Source: an optimization exercise on an open RTL-to-GDS flow (aim: small area). Production flows keep margins and buffers that such runs may drop.
In this exercise RTL edits were held to simulation tests only and were not proved equivalent to the original.
Power and IR drop assume default switching activity. The flow treats the clock pin as an ideal source, which a real chip does not have.

File: design/flow/design.v
module init_lites (
   input             clk8,
   input             reset8,
   input             frame_busy,
   input      [3:0]  cmd_inst,
   input      [27:0] cmd_data,
   input      [7:0]  sizeplus1,
   output reg        init_done,
   output     [25:0] init_data,
   output reg        init_go
);
   localparam INITINIT  = 3'd0;
   localparam STARTINIT = 3'd1;
   localparam LOOPINIT  = 3'd2;
   localparam INCINIT   = 3'd3;
   localparam DONEINIT  = 3'd4;
   localparam ENDINIT   = 3'd5;
   localparam STARTINC  = 3'd6;   
   reg [2:0] initsm;
   reg [5:0] addr;
   assign init_data = {addr, 20'd0};
   always @(posedge clk8) begin
      if (reset8) begin
         init_done <= 1'b0;
         init_go   <= 1'b0;
         initsm    <= INITINIT;
      end else begin
         case (initsm)
            INITINIT: begin
               init_done <= 1'b0;
               init_go   <= 1'b0;
               initsm    <= STARTINIT;
            end
            STARTINIT, STARTINC: begin
               init_go <= 1'b1;
               initsm  <= frame_busy ? LOOPINIT : STARTINIT;
            end
            LOOPINIT: begin
               init_go <= 1'b0;
               if (!frame_busy && addr == 6'd24)
                  initsm <= DONEINIT;
               else if (!frame_busy)
                  initsm <= INCINIT;
            end
            INCINIT:
               initsm <= STARTINC;
            DONEINIT: begin
               init_done <= 1'b1;
               initsm    <= ENDINIT;
            end
            ENDINIT: begin
               init_done <= 1'b0;
               init_go   <= 1'b0;
               if (cmd_inst == 4'h0)
                  initsm <= INITINIT;
            end
            default:
               initsm <= INITINIT;
         endcase
      end
   end
   always @(posedge clk8) begin
      if (initsm == INITINIT)
         addr <= 6'd0;
      else if (initsm == STARTINC)
         addr <= addr + 6'd1;
   end
endmodule
module pause (
   input             clk8,
   input             reset8,
   input             ce1,
   input      [3:0]  cmd_inst,
   input      [27:0] cmd_data,
   output reg        pause_done
);
   localparam INIT  = 2'd0;
   localparam DELAY = 2'd1;
   localparam START = 2'd2;
   localparam DONE  = 2'd3;
   reg [1:0]  pausesm;
   reg        cnt5en;
   reg        cnt5done;
   reg [8:0]  cnt5ms;
   reg [7:0]  cnt_main;
   reg [11:0] random;
   wire       feedback = ~(random[10] ^ random[9]);
   always @(posedge clk8) begin
      if (reset8) begin
         pause_done   <= 1'b0;
         cnt5en       <= 1'b0;
         pausesm      <= INIT;
      end else begin
         case (pausesm)
            INIT: begin
               pause_done <= 1'b0;
               if (cmd_inst == 4'h1)
                  pausesm <= DELAY;
            end
            DELAY: begin
               if (cnt_main == 8'h00)
                  pausesm <= DONE;  
               else if (!cnt5done)
                  cnt5en <= 1'b1;
               else begin
                  cnt5en  <= 1'b0;
                  pausesm <= START;
               end
            end
            START:
               pausesm  <= DELAY;  
            DONE: begin
               pause_done <= 1'b1;
               pausesm    <= INIT;
            end
         endcase
      end
   end
   always @(posedge clk8) begin
      if (pausesm == INIT)
         cnt_main <= (cmd_data[27:20] == 8'h00) ? {2'b00, random[5:0]} : cmd_data[27:20];
      else if (pausesm == START)
         cnt_main <= cnt_main - 8'd1;
   end
   always @(posedge clk8) begin
      if (reset8) begin
         cnt5ms   <= 9'd0;
         cnt5done <= 1'b0;
      end else begin
         cnt5done <= ce1 && cnt5en && (cnt5ms == 9'h1FF);
         if (ce1 && cnt5en)
            cnt5ms <= cnt5ms + 9'd1;    
      end
   end
   always @(posedge clk8) begin
      if (reset8)
         random <= 12'h563;  
      else if (pausesm == INIT && cmd_inst == 4'h1 && cmd_data[27:20] == 8'h00)
         random <= {random[10:0], feedback};
   end
endmodule
module star_sw (
   input            clk8,
   input            ce1,
   input            reset8,
   input            psh_butt,
   output     [1:0] disp_addr,
   output           chng_disp
);
   localparam INIT   = 2'd0;
   localparam S_HI   = 2'd1;
   localparam S_CHNG = 2'd2;
   localparam S_LO   = 2'd3;
   reg [1:0]  mainsm;
   reg        cnt_en;
   reg [1:0]  addr;
   reg        done_cnt;
   reg [14:0] low_cnt;
   assign disp_addr = addr;
   assign chng_disp = (mainsm == S_LO) | (mainsm == INIT & cnt_en);
   reg [1:0] mainsm_nx;
   always @(*) begin
      case (mainsm)
         INIT:    mainsm_nx = psh_butt ? S_HI : INIT;
         S_HI:    mainsm_nx = psh_butt ? S_CHNG : INIT;
         S_CHNG:  mainsm_nx = S_LO;
         default: mainsm_nx = done_cnt ? INIT : S_LO;
      endcase
   end
   always @(posedge clk8) begin
      if (reset8) begin
         cnt_en <= 1'b0;
         addr   <= 2'b00;
         mainsm <= INIT;
      end else begin
         mainsm <= mainsm_nx;
         if (mainsm == INIT)
            cnt_en <= 1'b0;
         else if (mainsm == S_LO)
            cnt_en <= 1'b1;
         if (mainsm == S_CHNG)
            addr <= addr + 2'd1;
      end
   end
   always @(posedge clk8) begin
      if (reset8) begin
         low_cnt  <= 15'd0;
         done_cnt <= 1'b0;
      end else begin
         if (cnt_en && !psh_butt) begin
            if (ce1)
               low_cnt <= low_cnt + 15'd1;
         end else
            low_cnt <= 15'd0;
         done_cnt <= low_cnt[14];
      end
   end
endmodule
module chase (
   input            clk8,
   input            reset8,
   input      [3:0] cmd_inst,
   input     [27:0] cmd_data,
   input            prog_busy,
   input            fading,
   output     [5:0] offset,
   output     [7:0] neo_size,
   output     [7:0] sizeplus1,
   output           chase_done
);
   localparam [7:0] TOTAL_LITES  = 8'd24;
   localparam [7:0] TOTAL_MINUS1 = 8'd23;
   localparam INIT  = 3'd0;
   localparam JUMP  = 3'd1;
   localparam START = 3'd2;
   localparam DONE  = 3'd3;
   localparam INITD = 3'd4;   
   reg [2:0] chasesm;
   reg       cnt_up;
   reg       cnt_clear;
   reg       pb_dly;          
   reg [7:0] count;
   reg [7:0] step;
   wire cnt_en = (chasesm == DONE);
   assign offset     = count[5:0];
   assign sizeplus1  = TOTAL_LITES;
   assign neo_size   = TOTAL_MINUS1;
   assign chase_done = (chasesm == INITD);
   always @(posedge clk8) begin
      if (reset8)
         chasesm   <= INIT;
      else begin
         case (chasesm)
            INIT, INITD: begin
               chasesm   <= (cmd_inst == 4'h5) ? JUMP : INIT;
            end
            JUMP:    chasesm <= START;
            START:   chasesm <= DONE;
            DONE:    chasesm <= INITD;
            default: chasesm <= INIT;
         endcase
      end
   end
   always @(posedge clk8) begin
      if (chasesm == INIT || chasesm == INITD) begin
         step      <= cmd_data[27:20];
         cnt_up    <= cmd_data[12];
         cnt_clear <= cmd_data[13];
      end
   end
   always @(posedge clk8)
      pb_dly <= prog_busy;
   wire [7:0] size = (step == 8'h00) ? 8'h01 : step;
   wire [7:0] leap = count + size;
   wire [7:0] lm24 = leap - TOTAL_LITES;                   
   wire [8:0] diff = {1'b0, count} - {1'b0, size};         
   always @(posedge clk8) begin
      if (reset8 || prog_busy)
         count <= 8'h00;
      else if (cnt_en) begin
         if (cnt_clear || pb_dly)
            count <= 8'h00;
         else if (fading)
            count <= count;
         else if (cnt_up)
            count <= (leap > TOTAL_MINUS1) ? lm24 : leap;
         else
            count <= diff[8] ? 8'h00 - lm24 : diff[7:0];    
      end
   end
endmodule
module rainbow (
   input             clk8,
   input             reset8,
   input      [3:0]  cmd_inst,
   input      [27:0] cmd_data,
   input             prog_busy,
   output            rbow_en,
   output     [11:0] rbow_data,
   output            rbow_done
);
   localparam INIT  = 2'd0;
   localparam START = 2'd1;
   localparam DONE  = 2'd2;
   localparam INITD = 2'd3;   
   reg [1:0] rbowsm;
   reg       cnt_on;
   reg       main_en;
   reg [1:0] phase;
   reg [3:0] stp;
   wire cnt_en = (rbowsm == DONE);
   wire [3:0] up = stp;
   wire [3:0] dn = ~stp;
   wire [3:0] red_cnt = (phase == 2'd0) ? dn : (phase == 2'd2) ? up : 4'h0;
   wire [3:0] grn_cnt = (phase == 2'd0) ? up : (phase == 2'd1) ? dn : 4'h0;
   wire [3:0] blu_cnt = (phase == 2'd1) ? up : (phase == 2'd2) ? dn : 4'h0;
   assign rbow_en   = main_en;
   assign rbow_data = {blu_cnt, grn_cnt, red_cnt};
   assign rbow_done = (rbowsm == INITD);
   always @(posedge clk8) begin
      if (reset8) begin
         main_en   <= 1'b0;
         rbowsm    <= INIT;
      end else begin
         case (rbowsm)
            INIT, INITD: begin
               rbowsm <= (cmd_inst == 4'hB) ? START : INIT;
               if (prog_busy)
                  main_en <= 1'b0;
            end
            START: begin
               main_en <= cnt_on;
               rbowsm  <= DONE;
            end
            default:
               rbowsm <= INITD;
         endcase
      end
   end
   always @(posedge clk8) begin
      if (rbowsm == INIT || rbowsm == INITD)
         cnt_on <= cmd_data[12];
   end
   always @(posedge clk8) begin
      if (reset8 || !main_en || prog_busy) begin
         phase <= 2'd0;
         stp   <= 4'd0;
      end else if (cnt_en) begin
         if (stp == 4'd14) begin
            stp   <= 4'd0;
            phase <= (phase == 2'd2) ? 2'd0 : phase + 2'd1;
         end else
            stp <= stp + 4'd1;
      end
   end
endmodule
module fade (
   input             clk8,
   input             reset8,
   input      [3:0]  cmd_inst,
   input      [27:0] cmd_data,
   input             prog_busy,
   output reg        fading,
   output            fade_en,
   output     [7:0]  fade_data,
   output            fade_done
);
   localparam INIT  = 2'd0;
   localparam START = 2'd1;
   localparam DONE  = 2'd2;
   localparam INITD = 2'd3;   
   reg [1:0] fadesm;
   reg       cnt_on;
   reg       cnt_up;
   reg       cnt_updly;
   reg       main_en;
   reg [7:0] count;
   reg [1:0] cnt_by;
   reg [1:0] cnt_lolim;
   reg [1:0] cnt_uplim;
   reg [1:0] incr_c;      
   reg [1:0] min_c;       
   reg [1:0] up_c;        
   reg [1:0] maxup_c;     
   reg [1:0] lo_c;        
   reg [1:0] lel_c;       
   wire cnt_en = (fadesm == DONE);
   assign fade_done = (fadesm == INITD);
   assign fade_en   = main_en;
   assign fade_data = count;
   function [7:0] pow2;
      input [1:0] c;
      pow2 = 8'h01 << c;
   endfunction
   function [7:0] uplim_of;
      input [1:0] c;
      case (c)
         2'b00: uplim_of = 8'hC0;
         2'b01: uplim_of = 8'h80;
         2'b10: uplim_of = 8'h60;
         default: uplim_of = 8'h40;
      endcase
   endfunction
   function [7:0] lolim_of;
      input [1:0] c;
      case (c)
         2'b00: lolim_of = 8'h01;
         2'b01: lolim_of = 8'h04;
         2'b10: lolim_of = 8'h08;
         default: lolim_of = 8'h10;
      endcase
   endfunction
   wire [7:0] incr2    = pow2(incr_c);
   wire [7:0] cnt_min  = pow2(min_c);
   wire [7:0] cnt_max  = uplim_of(maxup_c) - cnt_min;
   wire [7:0] lolim    = lolim_of(lo_c);
   wire [7:0] loestlim = lolim_of(lel_c) - (fade_done ? cnt_min : incr2);
   always @(posedge clk8) begin
      if (reset8) begin
         main_en   <= 1'b0;
         fadesm    <= INIT;
      end else begin
         case (fadesm)
            INIT, INITD: begin
               fadesm    <= (cmd_inst == 4'h7) ? START : INIT;
               if (prog_busy)
                  main_en <= 1'b0;
            end
            START: begin
               main_en <= cnt_on;
               fadesm  <= DONE;
            end
            default:
               fadesm <= INITD;
         endcase
      end
   end
   always @(posedge clk8) begin
      if (fadesm == INIT || fadesm == INITD) begin
         cnt_on    <= cmd_data[12];
         cnt_by    <= cmd_data[21:20];
         cnt_uplim <= cmd_data[23:22];
         cnt_lolim <= cmd_data[25:24];
      end
   end
   always @(posedge clk8) begin
      if (reset8) begin
         count     <= 8'h00;
         cnt_up    <= 1'b1;
         cnt_updly <= 1'b1;
      end else begin
         cnt_updly <= cnt_up;
         if (!main_en || prog_busy || (incr_c != min_c)) begin
            count  <= 8'h00;
            cnt_up <= 1'b1;
         end else if (cnt_en) begin
            if (count >= cnt_max)
               cnt_up <= 1'b0;
            else if (count <= cnt_min || count <= lolim)
               cnt_up <= 1'b1;
            if (cnt_up)
               count <= count + incr2;
            else
               count <= count - incr2;
         end
      end
   end
   always @(posedge clk8) begin
      if (reset8)
         fading <= 1'b0;
      else
         fading <= !(!main_en || prog_busy || count == loestlim || (!cnt_updly && cnt_up));
   end
   always @(posedge clk8) begin
      if (reset8) begin
         up_c    <= 2'b00;
         incr_c  <= 2'b00;
         maxup_c <= 2'b00;
         min_c   <= 2'b00;
         lo_c    <= 2'b00;
      end else if (cnt_en) begin
         up_c    <= cnt_uplim;
         incr_c  <= cnt_by;
         maxup_c <= up_c;
         min_c   <= incr_c;
         lo_c    <= cnt_lolim;
      end
   end
   always @(posedge clk8) begin
      if (reset8)
         lel_c <= 2'b00;
      else if (fade_done)
         lel_c <= lo_c;
   end
endmodule
module set_lites (
   input             clk8,
   input             reset8,
   input             frame_busy,
   input      [3:0]  cmd_inst,
   input      [27:0] cmd_data,
   input      [5:0]  offset,
   input      [7:0]  sizeplus1,
   input             fade_en,
   input      [7:0]  fade_data,
   input             fading,
   input             rbow_en,
   input      [11:0] rbow_data,
   output            set_done,
   output     [25:0] set_data,
   output            set_go
);
   localparam S_INIT    = 4'd0;
   localparam S_START   = 4'd1;
   localparam S_ADDRLIM = 4'd2;
   localparam S_NUM     = 4'd3;
   localparam S_DLY1    = 4'd4;
   localparam S_COLOR   = 4'd5;
   localparam S_DLY2    = 4'd6;
   localparam S_SEL     = 4'd7;
   localparam S_GO1     = 4'd8;   
   localparam S_GO      = 4'd9;
   localparam S_WAIT1   = 4'd10;  
   localparam S_WAIT    = 4'd11;
   localparam S_END     = 4'd12;
   localparam S_INITD   = 4'd13;  
   localparam P_INIT  = 2'd0;
   localparam P_WE    = 2'd1;
   localparam P_PAUSE = 2'd2;
   localparam P_MEM   = 2'd3;
   reg [3:0]  setsm;
   reg [5:0]  addrsum;
   wire [6:0] addr_off = {1'b0, addrsum} + {1'b0, offset};
   reg [5:0]  rand_addr;
   reg [7:0]  briteness;
   reg [11:0] color_lat;
   reg        set_path;
   reg [11:0] color;
   reg        addr64;
   reg [11:0] random;
   wire       feedback = ~(random[10] ^ random[9]);
   reg [1:0]  palsm;
   reg [3:0]  pal_addr;
   reg [11:0] pal_color;
   reg        pal_done;
   reg [191:0] palette;
   wire go1 = (setsm == S_GO1);
   assign set_data[25:20] = addr64 ? rand_addr : addrsum;
   assign set_data[19:12] = fade_en ? fade_data : briteness;
   assign set_data[11:0]  = rbow_en ? rbow_data : (set_path ? color_lat : color);
   wire in_init = (setsm == S_INIT) | (setsm == S_INITD);
   assign set_go   = (setsm == S_GO) | (setsm == S_WAIT1);
   wire   col_done = (setsm == S_INITD);
   assign set_done = col_done | pal_done;
   always @(posedge clk8) begin
      if (reset8)
         setsm <= S_INIT;
      else begin
         case (setsm)
            S_INIT, S_INITD:
               setsm <= (cmd_inst == 4'h3 || cmd_inst == 4'h4) ? S_START : S_INIT;
            S_START:
               setsm <= S_ADDRLIM;
            S_ADDRLIM: begin
               if (!set_path && (color_lat[0] || addr64))
                  setsm <= S_NUM;
               else if (!set_path)
                  setsm <= S_SEL;
               else
                  setsm <= S_GO1;
            end
            S_NUM:   setsm <= S_DLY1;
            S_DLY1:  setsm <= S_COLOR;
            S_COLOR: setsm <= S_DLY2;
            S_DLY2:  setsm <= S_SEL;
            S_SEL:   setsm <= S_GO1;
            S_GO1, S_GO:
               setsm <= frame_busy ? S_WAIT1 : S_GO;
            S_WAIT1, S_WAIT:
               setsm <= frame_busy ? S_WAIT : S_END;
            S_END:   setsm <= S_INITD;
            default: setsm <= S_INIT;
         endcase
      end
   end
   always @(posedge clk8) begin
      if (in_init) begin
         addr64    <= cmd_data[26];
         briteness <= cmd_data[19:12];
         color_lat <= cmd_data[11:0];
         set_path  <= (cmd_inst == 4'h4);
      end
      if (in_init)
         addrsum <= cmd_data[25:20];
      else if (setsm == S_START)
         addrsum <= (addr_off >= 7'd24) ? addr_off[5:0] - 6'd24 : addr_off[5:0];
   end
   always @(posedge clk8) begin
      if (reset8)
         random <= 12'h563;
      else if (setsm == S_ADDRLIM && !set_path && (color_lat[0] || addr64) &&
               !(fade_en && fading))
         random <= {random[10:0], feedback};
   end
   always @(posedge clk8) begin
      if (reset8)
         color <= 12'd0;
      else if (setsm == S_COLOR && color_lat[0])
         color <= palette[random[3:0]*12 +: 12];
   end
   always @(posedge clk8) begin
      if (reset8)
         rand_addr <= 6'd0;
      else if (go1 && addr64 && !set_path) begin
         if (random[9:4] <= 6'd24)
            rand_addr <= random[9:4];
         else if (!random[6])
            rand_addr <= {3'b000, random[11:9]};
         else if (!random[5])
            rand_addr <= {3'b010, random[11:9]};
         else
            rand_addr <= {3'b001, random[11:9]};
      end
   end
   always @(posedge clk8) begin
      if (reset8) begin
         pal_done  <= 1'b0;
         palsm     <= P_INIT;
      end else begin
         case (palsm)
            P_INIT: begin
               pal_done  <= 1'b0;
               if (cmd_inst == 4'h9)
                  palsm <= P_WE;
            end
            P_WE:    palsm <= P_PAUSE;
            P_PAUSE: palsm <= P_MEM;
            P_MEM: begin
               pal_done <= 1'b1;
               palsm    <= P_INIT;
            end
         endcase
      end
   end
   always @(posedge clk8) begin
      if (palsm == P_INIT) begin
         pal_addr  <= cmd_data[23:20];
         pal_color <= cmd_data[11:0];
      end
   end
   localparam [191:0] PAL_INIT = {
      12'hF0C, 12'hF00, 12'h33F, 12'hCCC, 12'h0F0, 12'h0CF, 12'h03F, 12'h00F,
      12'hF0C, 12'hF00, 12'hCF0, 12'h3F0, 12'h0F0, 12'h0CF, 12'h03F, 12'h00F};
   genvar e;
   generate
      for (e = 0; e < 16; e = e + 1) begin : pal_entry
         wire        pal_ld = reset8 | (palsm == P_PAUSE && pal_addr == e);
         wire [11:0] pal_d  = reset8 ? PAL_INIT[e*12 +: 12] : pal_color;
         always @(posedge clk8)
            if (pal_ld)
               palette[e*12 +: 12] <= pal_d;
      end
   endgenerate
endmodule
module L2RnR2L(clk8,reset8,frame_busy,cmd_inst,cmd_data,neo_size,sizeplus1,
   l2r_data,l2r_done,l2r_go);
   input clk8;
   input reset8;
   input frame_busy;
   input [3:0] cmd_inst;
   input [27:0] cmd_data;
   input [7:0] neo_size;
   input [7:0] sizeplus1;
   output l2r_done;
   output [25:0] l2r_data;
   output l2r_go;
   localparam s_cmd   = 4'd0;   
   localparam s_start = 4'd1;
   localparam s_addr  = 4'd2;
   localparam s_lim   = 4'd3;
   localparam s_cmp   = 4'd4;
   localparam s_color = 4'd5;
   localparam s_go1   = 4'd6;   
   localparam s_go    = 4'd7;
   localparam s_busy1 = 4'd8;   
   localparam s_busy  = 4'd9;
   localparam s_done  = 4'd10;
   localparam s_cmd1  = 4'd11;  
   localparam i_init   = 4'd0;
   localparam i_start  = 4'd1;
   localparam i_addr   = 4'd2;
   localparam i_loop   = 4'd3;
   localparam i_iter   = 4'd4;
   localparam i_next1  = 4'd5;   
   localparam i_next   = 4'd6;
   localparam i_pause1 = 4'd7;   
   localparam i_pause  = 4'd8;   
   localparam i_init1  = 4'd9;   
   reg [3:0] mainsm;
   reg [2:0] num_lites;
   reg [7:0] brite;
   reg [4:0] address;
   reg [1:0] cmp;
   reg [3:0] iteraysm;
   reg [2:0] snap_lites;
   reg       snap_valid;
   reg [4:0] iteray;
   reg       iteray_up;
   reg [11:0] random;
   reg [2:0]  col_code;
   wire calc_lim  = (mainsm == s_cmp);
   wire sel_color = (mainsm == s_go1);
   wire calc_addr = (mainsm == s_cmd1);
   assign l2r_go   = (mainsm == s_go) | (mainsm == s_busy1);
   assign l2r_done = calc_addr;
   wire feedback = random[10] ~^ random[9];
   wire [4:0] inner_rite_lite = 5'd24 - {2'b00, snap_lites};
   wire [4:0] inner_rite_lim  = snap_valid ? (5'd23 - {2'b00, snap_lites}) : 5'd0;
   always @(posedge clk8) begin
      if (reset8)
         mainsm <= s_cmd;
      else
         case (mainsm)
            s_cmd, s_cmd1:
               mainsm <= (cmd_inst == 4'h6) ? s_start : s_cmd;
            s_start: mainsm <= s_addr;
            s_addr:  mainsm <= s_lim;
            s_lim:   mainsm <= s_cmp;
            s_cmp:   mainsm <= s_color;
            s_color: mainsm <= s_go1;
            s_go1, s_go:
               mainsm <= frame_busy ? s_busy1 : s_go;
            s_busy1, s_busy:
               mainsm <= frame_busy ? s_busy : s_done;
            s_done:  mainsm <= s_cmd1;
            default: mainsm <= s_cmd;
         endcase
   end
   always @(posedge clk8) begin
      if (mainsm == s_cmd || mainsm == s_cmd1) begin
         num_lites <= cmd_data[22:20];
         brite     <= cmd_data[19:12];
      end
   end
   always @(posedge clk8) begin
      if (reset8)
         address <= 5'b00000;
      else if (calc_addr)
         address <= (address == 5'd23) ? 5'b00000 : address + 1'b1;
   end
   wire [4:0] left_addr_hi = {2'b00, num_lites} + iteray;
   wire [4:0] rite_addr_lo = inner_rite_lim - iteray;
   wire [4:0] rite_addr_hi = 5'd23 - iteray;
   always @(posedge clk8) begin
      if (calc_lim)
         cmp <= {(address >= iteray) & (address <= left_addr_hi),
                 (address >= rite_addr_lo) & (address <= rite_addr_hi)};
   end
   wire iteray_en   = (iteraysm == i_next1);
   wire iteray_done = (iteraysm == i_pause) | (iteraysm == i_init1);
   always @(posedge clk8) begin
      if (reset8) begin
         snap_valid <= 1'b0;
         iteraysm   <= i_init;
      end else
         case (iteraysm)
            i_init, i_init1:
               iteraysm <= sel_color ? i_start : i_init;
            i_start: begin
               snap_valid <= 1'b1;
               iteraysm   <= i_addr;
            end
            i_addr:
               if (address[4:3] == 2'b01)
                  iteraysm <= i_loop;
            i_loop:
               iteraysm <= (iteray_up == 1'b0 && iteray == 5'b00000) ? i_pause1 : i_iter;
            i_iter:
               iteraysm <= i_next1;
            i_next1, i_next:
               iteraysm <= address[4] ? i_addr : i_next;
            i_pause1, i_pause:
               iteraysm <= (address == 5'd23 && calc_addr) ? i_init1 : i_pause;
            default:
               iteraysm <= i_init;
         endcase
   end
   always @(posedge clk8) begin
      if (iteraysm == i_start)
         snap_lites <= num_lites;
   end
   always @(posedge clk8) begin
      if (reset8) begin
         iteray    <= 5'b00000;
         iteray_up <= 1'b1;
      end else begin
         if (iteray_en && iteray == inner_rite_lite)
            iteray_up <= 1'b0;
         else if (iteray_done)
            iteray_up <= 1'b1;
         if (iteray_en) begin
            if (iteray_up && iteray < inner_rite_lite)
               iteray <= iteray + 1'b1;
            else
               iteray <= iteray - 1'b1;
         end
      end
   end
   always @(posedge clk8) begin
      if (reset8)
         random <= 12'h563;
      else if (calc_addr && address == 5'd15)
         random <= {random[10:0], feedback};
   end
   always @(posedge clk8) begin
      if (reset8)
         col_code <= 3'b000;
      else if (iteray_done)
         col_code <= {1'b1, random[11:10]};
   end
   reg [11:0] d_color;
   always @(*) begin
      case (cmp)
         2'b01:  
            casez (col_code)
               3'b0??:  d_color = 12'h0F0;
               3'b100, 3'b101: d_color = 12'h00F;
               3'b110:  d_color = 12'h80F;
               default: d_color = 12'h0F0;
            endcase
         2'b10:  
            casez (col_code)
               3'b0??:  d_color = 12'h00F;
               3'b100:  d_color = 12'h080;
               3'b110:  d_color = 12'h08F;
               default: d_color = 12'h800;
            endcase
         2'b11:  
            casez (col_code)
               3'b0??:  d_color = 12'h0FF;
               3'b100:  d_color = 12'h08F;
               3'b101:  d_color = 12'h80F;
               3'b110:  d_color = 12'h88F;
               default: d_color = 12'h8F0;
            endcase
         default: d_color = 12'h000;
      endcase
   end
   wire [7:0] briter = brite + {1'b0, brite[7:1]};
   assign l2r_data = {1'b0, address, (cmp == 2'b11) ? briter : brite, d_color};
endmodule
module tasks2do (
   input             clk8,
   input             reset8,
   input             ce1,
   input      [3:0]  cmd_inst,
   input      [27:0] cmd_data,
   input             timeout_done,
   input             prog_busy,
   input             frame_busy,
   input             neo_busy,
   input             disp_sel_n,
   output reg        frame_start,
   output reg [25:0] frame_data,
   output reg        shared_done,
   output     [7:0]  neo_size,
   output     [1:0]  disp_addr,
   output            chng_disp
);
   wire        init_done, init_go;
   wire [25:0] init_data;
   wire        set_done, set_go;
   wire [25:0] set_data;
   wire [5:0]  offset;
   wire        chase_done;
   wire        pause_done;
   wire        l2r_done, l2r_go;
   wire [25:0] l2r_data;
   wire        fading, fade_en, fade_done;
   wire [7:0]  fade_data;
   wire        rbow_en, rbow_done;
   wire [11:0] rbow_data;
   wire [7:0]  neo_size_int;
   wire [7:0]  sizeplus1;
   reg         f_start_int;
   reg  [1:0]  latch_sel;    
   wire dual_busy = frame_busy | neo_busy;
   wire psh_butt  = ~disp_sel_n;
   assign neo_size = neo_size_int;
   init_lites init_0 (
      .clk8(clk8), .reset8(reset8), .frame_busy(dual_busy),
      .cmd_inst(cmd_inst), .cmd_data(cmd_data), .sizeplus1(sizeplus1),
      .init_done(init_done), .init_data(init_data), .init_go(init_go));
   set_lites set_lites_0 (
      .clk8(clk8), .reset8(reset8), .frame_busy(dual_busy),
      .cmd_inst(cmd_inst), .cmd_data(cmd_data), .offset(offset),
      .sizeplus1(sizeplus1), .fade_en(fade_en), .fade_data(fade_data),
      .fading(fading), .rbow_en(rbow_en), .rbow_data(rbow_data),
      .set_done(set_done), .set_data(set_data), .set_go(set_go));
   chase chase_0 (
      .clk8(clk8), .reset8(reset8), .cmd_inst(cmd_inst), .cmd_data(cmd_data),
      .prog_busy(prog_busy), .fading(fading), .offset(offset),
      .neo_size(neo_size_int), .sizeplus1(sizeplus1), .chase_done(chase_done));
   pause pause_0 (
      .clk8(clk8), .reset8(reset8), .ce1(ce1), .cmd_inst(cmd_inst),
      .cmd_data(cmd_data), .pause_done(pause_done));
   L2RnR2L l2r_0 (
      .clk8(clk8), .reset8(reset8), .frame_busy(dual_busy),
      .cmd_inst(cmd_inst), .cmd_data(cmd_data), .neo_size(neo_size_int),
      .sizeplus1(sizeplus1), .l2r_done(l2r_done), .l2r_data(l2r_data),
      .l2r_go(l2r_go));
   fade fade_0 (
      .clk8(clk8), .reset8(reset8), .cmd_inst(cmd_inst), .cmd_data(cmd_data),
      .prog_busy(prog_busy), .fading(fading), .fade_en(fade_en),
      .fade_data(fade_data), .fade_done(fade_done));
   rainbow rainbow_0 (
      .clk8(clk8), .reset8(reset8), .cmd_inst(cmd_inst), .cmd_data(cmd_data),
      .prog_busy(prog_busy), .rbow_en(rbow_en), .rbow_data(rbow_data),
      .rbow_done(rbow_done));
   star_sw neo_sw_0 (
      .clk8(clk8), .ce1(ce1), .reset8(reset8), .psh_butt(psh_butt),
      .disp_addr(disp_addr), .chng_disp(chng_disp));
   always @(posedge clk8) begin
      if (reset8) begin
         f_start_int <= 1'b0;
         shared_done <= 1'b0;
         latch_sel   <= 2'd0;
      end else begin
         if (init_go || set_go || l2r_go) begin
            f_start_int <= 1'b1;
            latch_sel   <= (init_go & ~set_go & ~l2r_go) ? 2'd1 :
                           (set_go & ~init_go & ~l2r_go) ? 2'd2 :
                           (l2r_go & ~init_go & ~set_go) ? 2'd3 : 2'd0;
         end else if (init_done || set_done || chase_done || pause_done ||
                      l2r_done || fade_done || timeout_done || rbow_done) begin
            shared_done <= 1'b1;
            latch_sel   <= 2'd0;
         end else begin
            f_start_int <= 1'b0;
            shared_done <= 1'b0;
         end
      end
   end
   always @(posedge clk8) begin
      frame_start <= f_start_int;
      case (latch_sel)
         2'd1:    frame_data <= init_data;
         2'd2:    frame_data <= set_data;
         2'd3:    frame_data <= l2r_data;
         default: frame_data <= 26'd0;
      endcase
   end
endmodule
File: design/flow/flow/run.sh
#!/bin/bash
# Layout: the standard flow (standard.sh) with these changes:
#  - synthesis maps the logic with the ABC script flow/area.abc (area-only
#    standard-cell mapping, repeated) instead of ORFS's speed script, and
#    leaves adders to that mapping instead of ORFS's half/full-adder cell
#    map (ADDER_MAP_FILE empty); the rest of the synthesis script is
#    unchanged, and it gives the same registers, by name and cell type;
#  - the port buffers are buf_1 cells;
#  - the clock tree uses clkbuf_16 cells on clusters of up to 32 flip-flops,
#    without dummy loads.
# The whole output goes to standard.log here; ORFS keeps each step's log
# under orfs/logs.
set -euo pipefail
here=$(pwd)
# the synthesis script: synth_recipe.tcl with ABC's script replaced
{
   head -n 1 synth_recipe.tcl
   echo "proc abc {args} { set i [lsearch \$args -script]; lset args [expr {\$i+1}] $here/flow/area.abc; yosys abc {*}\$args }"
   tail -n +2 synth_recipe.tcl
} > area_synth.tcl
sed "s|$here/synth_recipe.tcl|$here/area_synth.tcl|g" standard.sh > area_standard.sh
grep -q area_synth.tcl area_standard.sh
export ADDER_MAP_FILE=
export BUFFER_PORTS_ARGS="-buffer_cell sky130_fd_sc_hd__buf_1"
export CTS_ARGS="-sink_clustering_enable -repair_clock_nets -sink_clustering_size 32 -sink_clustering_max_diameter 100 -buf_list sky130_fd_sc_hd__clkbuf_16 -dont_use_dummy_load"
bash area_standard.sh > standard.log 2>&1
File: design/flow/flow/area.abc
strash
dch
amap -m -F 2 -A 8
strash
dch
amap -m -F 2 -A 8
strash
dch
amap -m -F 2 -A 8
strash
dch
amap -m -F 2 -A 8
strash
dch
amap -m -F 2 -A 8
topo
File: design/flow/standard.sh
#!/bin/bash
# synth_recipe.tcl (not shown) runs the flow's synth.tcl, then flattens the netlist and writes it again
# the make line also repeats each setting of config.mk as NAME=value (left out here)
make -C /OpenROAD-flow-scripts/flow DESIGN_CONFIG=/design/flow/config.mk WORK_HOME=/design/flow/orfs CLKGATE_MAP_FILE= SYNTH_SCRIPT=/design/flow/synth_recipe.tcl "${@:-finish}"
File: design/flow/config.mk
export PLATFORM = sky130hd
export DESIGN_NAME = tasks2do
export DESIGN_NICKNAME = tasks2do
export VERILOG_FILES = /design/flow/design.v
export SDC_FILE = /design/flow/constraint.sdc
export NUM_CORES = 4
export LEC_CHECK = 0
export CAP_MARGIN = 10
export CORE_MARGIN = 2
export CORE_UTILIZATION = 60
export SLEW_MARGIN = 10
File: design/flow/constraint.sdc
create_clock -name core_clock -period 10.0 [get_ports {clk8}]
set_input_delay 2.0000 -clock core_clock [delete_from_list [all_inputs] [get_ports {clk8}]]
set_output_delay 2.0000 -clock core_clock [all_outputs]
set_load 0.01 [all_outputs]
==> results_dict.tcl, run 1 <==
set metrics [dict create \
    yosys-top-cells-count "edfxtp_1 (278), nor2_1 (263), clkinv_1 (207), dfxtp_1 (207), o22ai_1 (194)" \
    preCtsSetupSlack_ns 5.32 \
    ctsHoldBuffers 0 \
    viasPerCell 6.33 \
    holdCritPathClass "reg -> reg" \
    wl_um 51000 \
    cts_buffers 19 \
    reg2reg_depth 21 \
    slew-limit-headroom_pct 24.7 \
    cp-end-kind "flop" \
    clock_sinks 485 \
    critPathMaxStageDelay_ns 0.71 \
    clock-root-buffer "clkbuf_16" \
    grt_pass1_vias 14500 \
    area_delta_synth_final_pct 7.07 \
    clkTransAtPathRegs_ns 0.12 \
    synth_top_area_share_pct 41.5 \
    r2r_start "chase_0.step[6]" \
    min_path_cells 0 \
    rsz0062_at_grt "no" \
    synth-edff-count 278 \
    max-vdd-ir-drop_mv 0.146 \
    finalCriticalPeriod_ns 4.14 \
    track_usage_pct 28.9 \
    syn_inst 1922 \
    fin_setup_tns_ns 0 \
    final_nets 2058 \
    path_class "in -> reg" \
    worstHoldStart "f_start_int" \
    routabilityCongestion 0.926 \
    cts_tree "done" \
    grt_pass1_wl_um 79300 \
    vias 15600 \
    slew_viol_final 0 \
    fin_skew_ns 0.0480 \
    first_pass_iters 5 \
    yosysSeqAreaShare_pct 62.2 \
    required_ns 10.44 \
    setup_ws_ns 5.86 \
    cp.arrival_ns 4.58 \
    portBuffers 70 \
    path_cells "clkbuf_4 -> buf_4 -> buf_4 -> or2_0 -> nor3_1 -> o21ai_0 -> nor2_1" \
    yosysMostFrequentCell "edfxtp_1" \
    io_pins 79 \
    worst_setup_path_start_kind "input port" \
    insertion_delay_ns 0.54 \
    netlist_area_mm2 0.0201 \
    grt_antenna_before_repair 1 \
    synth_area_per_cell_um2 10.5 \
    yosysUniqueCellTypes 47 \
    antenna_cells 0 \
    hpwlAfterDp_um 34200 \
    hold_violations 0 \
    yosysTopAreaCell "edfxtp_1" \
    drive_gt1_share_pct 2.83 \
    cts_resized 0 \
    dieArea_mm2 0.0350 \
    routedWlPerCell_um 20.7 \
    maxCapViolCount 0 \
    dp.cells 2445 \
    synth-async-reset-ratio_pct 0 \
    power_leakage_nw 7.21 \
    postCtsSetupBuffers 0 \
    synth_ff_type "edfxtp_1" \
    ant_nets 0 \
    setup_violations 0 \
    critPathMaxFanout 56 \
    row_count 67 \
    grt_max_degree 65 \
    core_mm2 0.0333 \
    fmax_mhz 241 \
    grt-ovfl-total 0 \
    cts_max_level 1 \
    rr_endpoint "chase_0.count[4]" \
    drc 0 \
    die_y_um 187 \
    final_cells 2464 \
    first_iter_violations 1382 \
    slowest_stage "or2_0" \
    cp_common_cell "buf_4" \
    clockBufferDepth 3 \
    die_w_um 187 \
    tightest_slew_ns 1.12 \
    p_per_area_mw_per_mm2 205 \
    ys_top_cells_by_area "edfxtp_1 (42%), dfxtp_1 (21%), o22ai_1 (6.0%), nor2_1 (4.9%), clkinv_1 (3.9%)" \
    min_period_over_period_pct 41.4 \
    ys_seq_elements 485 \
    yosysWarnings 9 \
    initial_utilization_pct 60.4 \
    whs_endpoint "frame_start" \
    status "finished clean" \
    r2r_slack_ns 6.15 \
]
[flip-flops by register name, indices dropped and copies added (netlist names), 11 cells and up]
register,flops
frame_data,26
l2r_0.random,12
neo_sw_0.low_cnt,15
pause_0.random,11
set_lites_0.color,12
set_lites_0.color_lat,12
set_lites_0.pal_color,12
set_lites_0.palette,192
set_lites_0.random,12
[worst max-delay path, delay by kind of cell]
| family | cells | cell delay [ns] |
|---|---|---|
| compound gates | 1 | 0.13 |
| buf+inv | 3 | 1.47 |
| simple gates | 3 | 0.92 |
[final cells by class]
| cell class | instances | area [um2] |
|---|---|---|
| Fill cell | 2716 | 11800 |
| Timing Repair Buffer | 101 | 499 |
| Clock buffer | 19 | 475 |
| Tap cell | 448 | 561 |
| Multi-Input combinational cell | 1204 | 6710 |
| Inverter | 207 | 777 |
| Sequential cell | 485 | 12500 |
[where the power goes]
| part | total, mW | internal (mW) | switching (mW) |
|---|---|---|---|
| Combinational | 0.978 | 0.315 | 0.663 |
| Sequential | 2.52 | 2.37 | 0.152 |
| Clock | 0.899 | 0.346 | 0.554 |
[per-stage QoR]
step / hold WS (ns) / instance area, um2 / power [mW] / utilization, %
final: 0.366 / 21500 / 4.40 / 64.7
after global routing: 0.381 / 21500 / 4.61 / 64.7
after CTS: 0.369 / 21500 / 4.41 / 64.7
after detailed placement: 0.346 / 21000 / 3.53 / 63.2
after global placement: 0.346 / 21000 / 3.51 / 63.2
after floorplan: 0.333 / 20100 / 3.17 / -
[per-layer routing]
layer / track usage, % / vias to the layer above / wire [um]
li1: - / 7492 / -
met1: 39.6 / 7430 / 21600
met2: 48.6 / 564 / 24600
met3: 2.59 / 97 / 3040
met4: 10.2 / 2 / 1810
met5: 0 / - / 12
[kinds of logic (layout without fill, tap and decap cells)]
group	after synthesis	in the layout	synth area share [%]
AO/OA/AOI/OAI	705	705	22.7
XOR/XNOR	2	2	0.0872
buffers and inverters	239	327	4.61
flip-flops	485	485	62.2
other	2	8	0.0374
AND/OR/NAND/NOR	489	489	10.4
[placed cells by master, fill, tap and decap left out, types with 5 or more instances in the layout]
| cell | synthesis | layout |
|---|---|---|
| o32ai_1 | 9 | 9 |
| or2_0 | 9 | 9 |
| o21ai_0 | 155 | 139 |
| o22ai_1 | 194 | 194 |
| o21a_1 | 9 | 9 |
| nor4_1 | 10 | 10 |
| a21oi_1 | 103 | 103 |
| o221ai_1 | 45 | 45 |
| clkinv_1 | 207 | 205 |
| a31oi_1 | 12 | 12 |
| conb_1 | 2 | 8 |
| o22a_1 | 7 | 7 |
| and3_1 | 17 | 17 |
| nand4_1 | 9 | 9 |
| a22oi_1 | 88 | 88 |
| dfxtp_1 | 207 | 206 |
| buf_1 | 24 | 69 |
| and2_0 | 6 | 6 |
| nor3_1 | 64 | 64 |
| a221oi_1 | 22 | 22 |
| a211oi_1 | 17 | 17 |
| clkbuf_16 | 0 | 19 |
| nor2b_1 | 8 | 8 |
| buf_4 | 8 | 31 |
| nand2_1 | 87 | 87 |
| nor2_1 | 263 | 262 |
| o211ai_1 | 5 | 5 |
| o21ai_1 | 0 | 15 |
| a221o_1 | 13 | 13 |
| nand3_1 | 12 | 12 |
| edfxtp_1 | 278 | 278 |
[worst max-delay path by stage]
stage / startpoint / endpoint / slack, ns / depth (start not counted)
2_1_floorplan: set_lites_0.random[0] / set_lites_0.color[0] / 4.75 / 7
3_3_place_gp: reset8 / rainbow_0.stp[0] / 5.35 / 7
3_5_place_dp: reset8 / rainbow_0.stp[0] / 5.32 / 7
4_1_cts: reset8 / rainbow_0.stp[0] / 5.89 / 7
5_1_grt: chase_0.step[6] / chase_0.count[7] / 5.62 / 22
6_report: reset8 / rainbow_0.stp[1] / 5.86 / 7
==> inputs of run 2 (changes only) <==
--- a/design/flow/config.mk
+++ b/design/flow/config.mk
@@ -8,4 +8,4 @@
 export CAP_MARGIN = 10
 export CORE_MARGIN = 2
-export CORE_UTILIZATION = 60
+export CORE_UTILIZATION = 78
 export SLEW_MARGIN = 10
==> results_dict.tcl, run 2 <==
set metrics [dict create \
    postCtsSetupBuffers 0 \
    yosys-top-cells-count "edfxtp_1 (278), nor2_1 (263), clkinv_1 (207), dfxtp_1 (207), o22ai_1 (194)" \
    clkTransAtPathRegs_ns 0.12 \
    path_class "in -> reg" \
    synth_ff_type "edfxtp_1" \
    clock_sinks 485 \
    cp.arrival_ns 4.55 \
    syn_inst 1922 \
    fmax_mhz 243 \
    status "finished clean" \
    first_pass_iters 12 \
    hold_violations 0 \
    yosysMostFrequentCell "edfxtp_1" \
    min_period_over_period_pct 41.1 \
    viasPerCell 7.20 \
    drive_gt1_share_pct 1.80 \
    yosysSeqAreaShare_pct 62.2 \
    maxCapViolCount 0 \
    required_ns 10.44 \
    r2r_slack_ns 5.92 \
    final_nets 2039 \
    clock-root-buffer "clkbuf_16" \
    first_iter_violations 3129 \
    finalCriticalPeriod_ns 4.11 \
    initial_utilization_pct 79.6 \
    core_mm2 0.0253 \
    track_usage_pct 40.4 \
    top_regs "set_lites_0.palette: 192 flops, frame_data: 26 flops, neo_sw_0.low_cnt: 15 flops" \
    p_per_area_mw_per_mm2 212 \
    slew_viol_final 0 \
    cp-end-kind "flop" \
    vias 16800 \
    setup_violations 0 \
    holdCritPathClass "reg -> reg" \
    ant_nets 0 \
    hpwlAfterDp_um 38700 \
    max-vdd-ir-drop_mv 0.242 \
    largest_register "set_lites_0.palette" \
    worst_setup_path_start_kind "input port" \
    grt_pass1_wl_um 83300 \
    critPathMaxFanout 100 \
    portBuffers 70 \
    ctsHoldBuffers 0 \
    synth-edff-count 278 \
    layout.cells.most_common_list "edfxtp_1 (278), nor2_1 (262), clkinv_1 (206), dfxtp_1 (206), o22ai_1 (194)" \
    fin_util_pct 84.0 \
    synth-async-reset-ratio_pct 0 \
    slew-limit-headroom_pct 13.1 \
    power_leakage_nw 7.11 \
    largest_reg_flops 192 \
    cts_buffers 19 \
    die_y_um 165 \
    yosysUniqueCellTypes 47 \
    yosysTopAreaCell "edfxtp_1" \
    power_mw 4.50 \
    clockBufferDepth 3 \
    row_count 58 \
    synth_top_area_share_pct 41.5 \
    cts_tree "done" \
    ys_top_cells_by_area "edfxtp_1 (42%), dfxtp_1 (21%), o22ai_1 (6.0%), nor2_1 (4.9%), clkinv_1 (3.9%)" \
    wl_um 55200 \
    tightest_slew_ns 1.30 \
    fin_skew_ns 0.0725 \
    yosysWarnings 9 \
    synth_area_per_cell_um2 10.5 \
    grt_pass1_vias 15200 \
    grt_max_degree 101 \
    antenna_cells 0 \
    io_pins 79 \
    drc 0 \
    die_w_um 165 \
    netlist_area_mm2 0.0201 \
    rsz0062_at_grt "no" \
    grt_antenna_before_repair 0 \
    area_delta_synth_final_pct 5.60 \
    grt-ovfl-total 0 \
    ys_seq_elements 485 \
    fillers 1358 \
    routabilityCongestion 1.01 \
    insertion_delay_ns 0.55 \
    routedWlPerCell_um 23.7 \
    cts_resized 0 \
    fin_setup_tns_ns 0 \
    dieArea_mm2 0.0271 \
    cts_max_level 1 \
    layout_commonest_cell "edfxtp_1" \
]
[run 2: cell families (layout without fill, tap and decap cells)]
group	count (synthesis)	after routing	synth area share (%)
AO/OA/AOI/OAI	705	705	22.7
other	2	8	0.0374
flip-flops	485	485	62.2
AND/OR/NAND/NOR	489	489	10.4
buffers and inverters	239	308	4.61
XOR/XNOR	2	2	0.0872
[run 2: cell type report]
cell class / instances / area, um2 / area share, %
Sequential cell: 485 / 12500 / 58.9
Multi-Input combinational cell: 1204 / 6710 / 31.6
Inverter: 207 / 777 / 3.66
Clock buffer: 19 / 475 / 2.24
Tap cell: 330 / 413 / 1.95
Timing Repair Buffer: 82 / 357 / 1.68
[run 2: path summary, 6_finish.rpt]
check / startpoint / to / cells past startpoint
setup / recovery: reset8 / rainbow_0.stp[0] / 6
hold / removal: f_start_int / frame_start / 0
setup reg to reg: chase_0.step[1] / chase_0.count[6] / 22
hold reg to reg: f_start_int / frame_start / 0
[run 2: where the power goes]
group	switching, mW	leakage (nW)	internal, mW
Clock	0.556	0.234	0.345
Combinational	0.751	2.43	0.310
Sequential	0.161	4.45	2.37
Total	1.47	7.11	3.03
[run 2: through the flow]
step / instances / hold WS (ns) / area, um2 / setup WS (ns)
floorplan: 1928 / 0.333 / 20100 / 4.75
global placement: 2308 / 0.373 / 20700 / 5.53
detailed placement: 2308 / 0.378 / 20700 / 5.40
CTS: 2327 / 0.397 / 21200 / 5.96
global route: 2327 / 0.399 / 21200 / 5.46
finish: 2327 / 0.396 / 21200 / 5.89
[run 2: per-layer routing]
layer | wire, um | GRT usage [%]
met2 | 25400 | 65.3
met3 | 6960 | 7.26
met5 | 0 | 0
met1 | 19600 | 53.7
met4 | 3190 | 19.3
[run 2: critical path: stages]
cell,delay (ns)
clkbuf_4,0.34
buf_4,0.86
or2_0,0.87
nor3_1,0.19
o21ai_0,0.17
nor2_1,0.07

## separate check: timing with driven ports
The flow's constraints put no driver on any port. The routed layouts listed below were extracted and timed again, unchanged, in two steps. Step 1 (the two cells are an assumption about what drives the block):
set clk [get_ports {clk8}]
set_driving_cell -lib_cell sky130_fd_sc_hd__clkbuf_16 $clk
set_driving_cell -lib_cell sky130_fd_sc_hd__buf_2 [delete_from_list [all_inputs] $clk]
Step 2 adds t to the input delays and takes it off the output delays; t is the mean of the earliest and latest rising clock arrival at the registers after step 1. Input paths then give back, and output paths get back, about the clock's delay inside the block. Three values: ideal ports, drivers, drivers and shift; two values: the first two.
| run | t, ns | slack for setup (ns) | worst data-port slew with drivers (ns) |
|---|---|---|---|
| run 1 | 0.572 | 5.859 / 5.887 / 5.316 | 0.07 |
| run 2 | 0.565 | 5.893 / 5.892 / 5.327 | 0.07 |
After both steps every run listed still meets setup and hold. The setup slack of run 2, which loses most, moves by -0.001 ns with the drivers and by -0.566 ns with both steps.
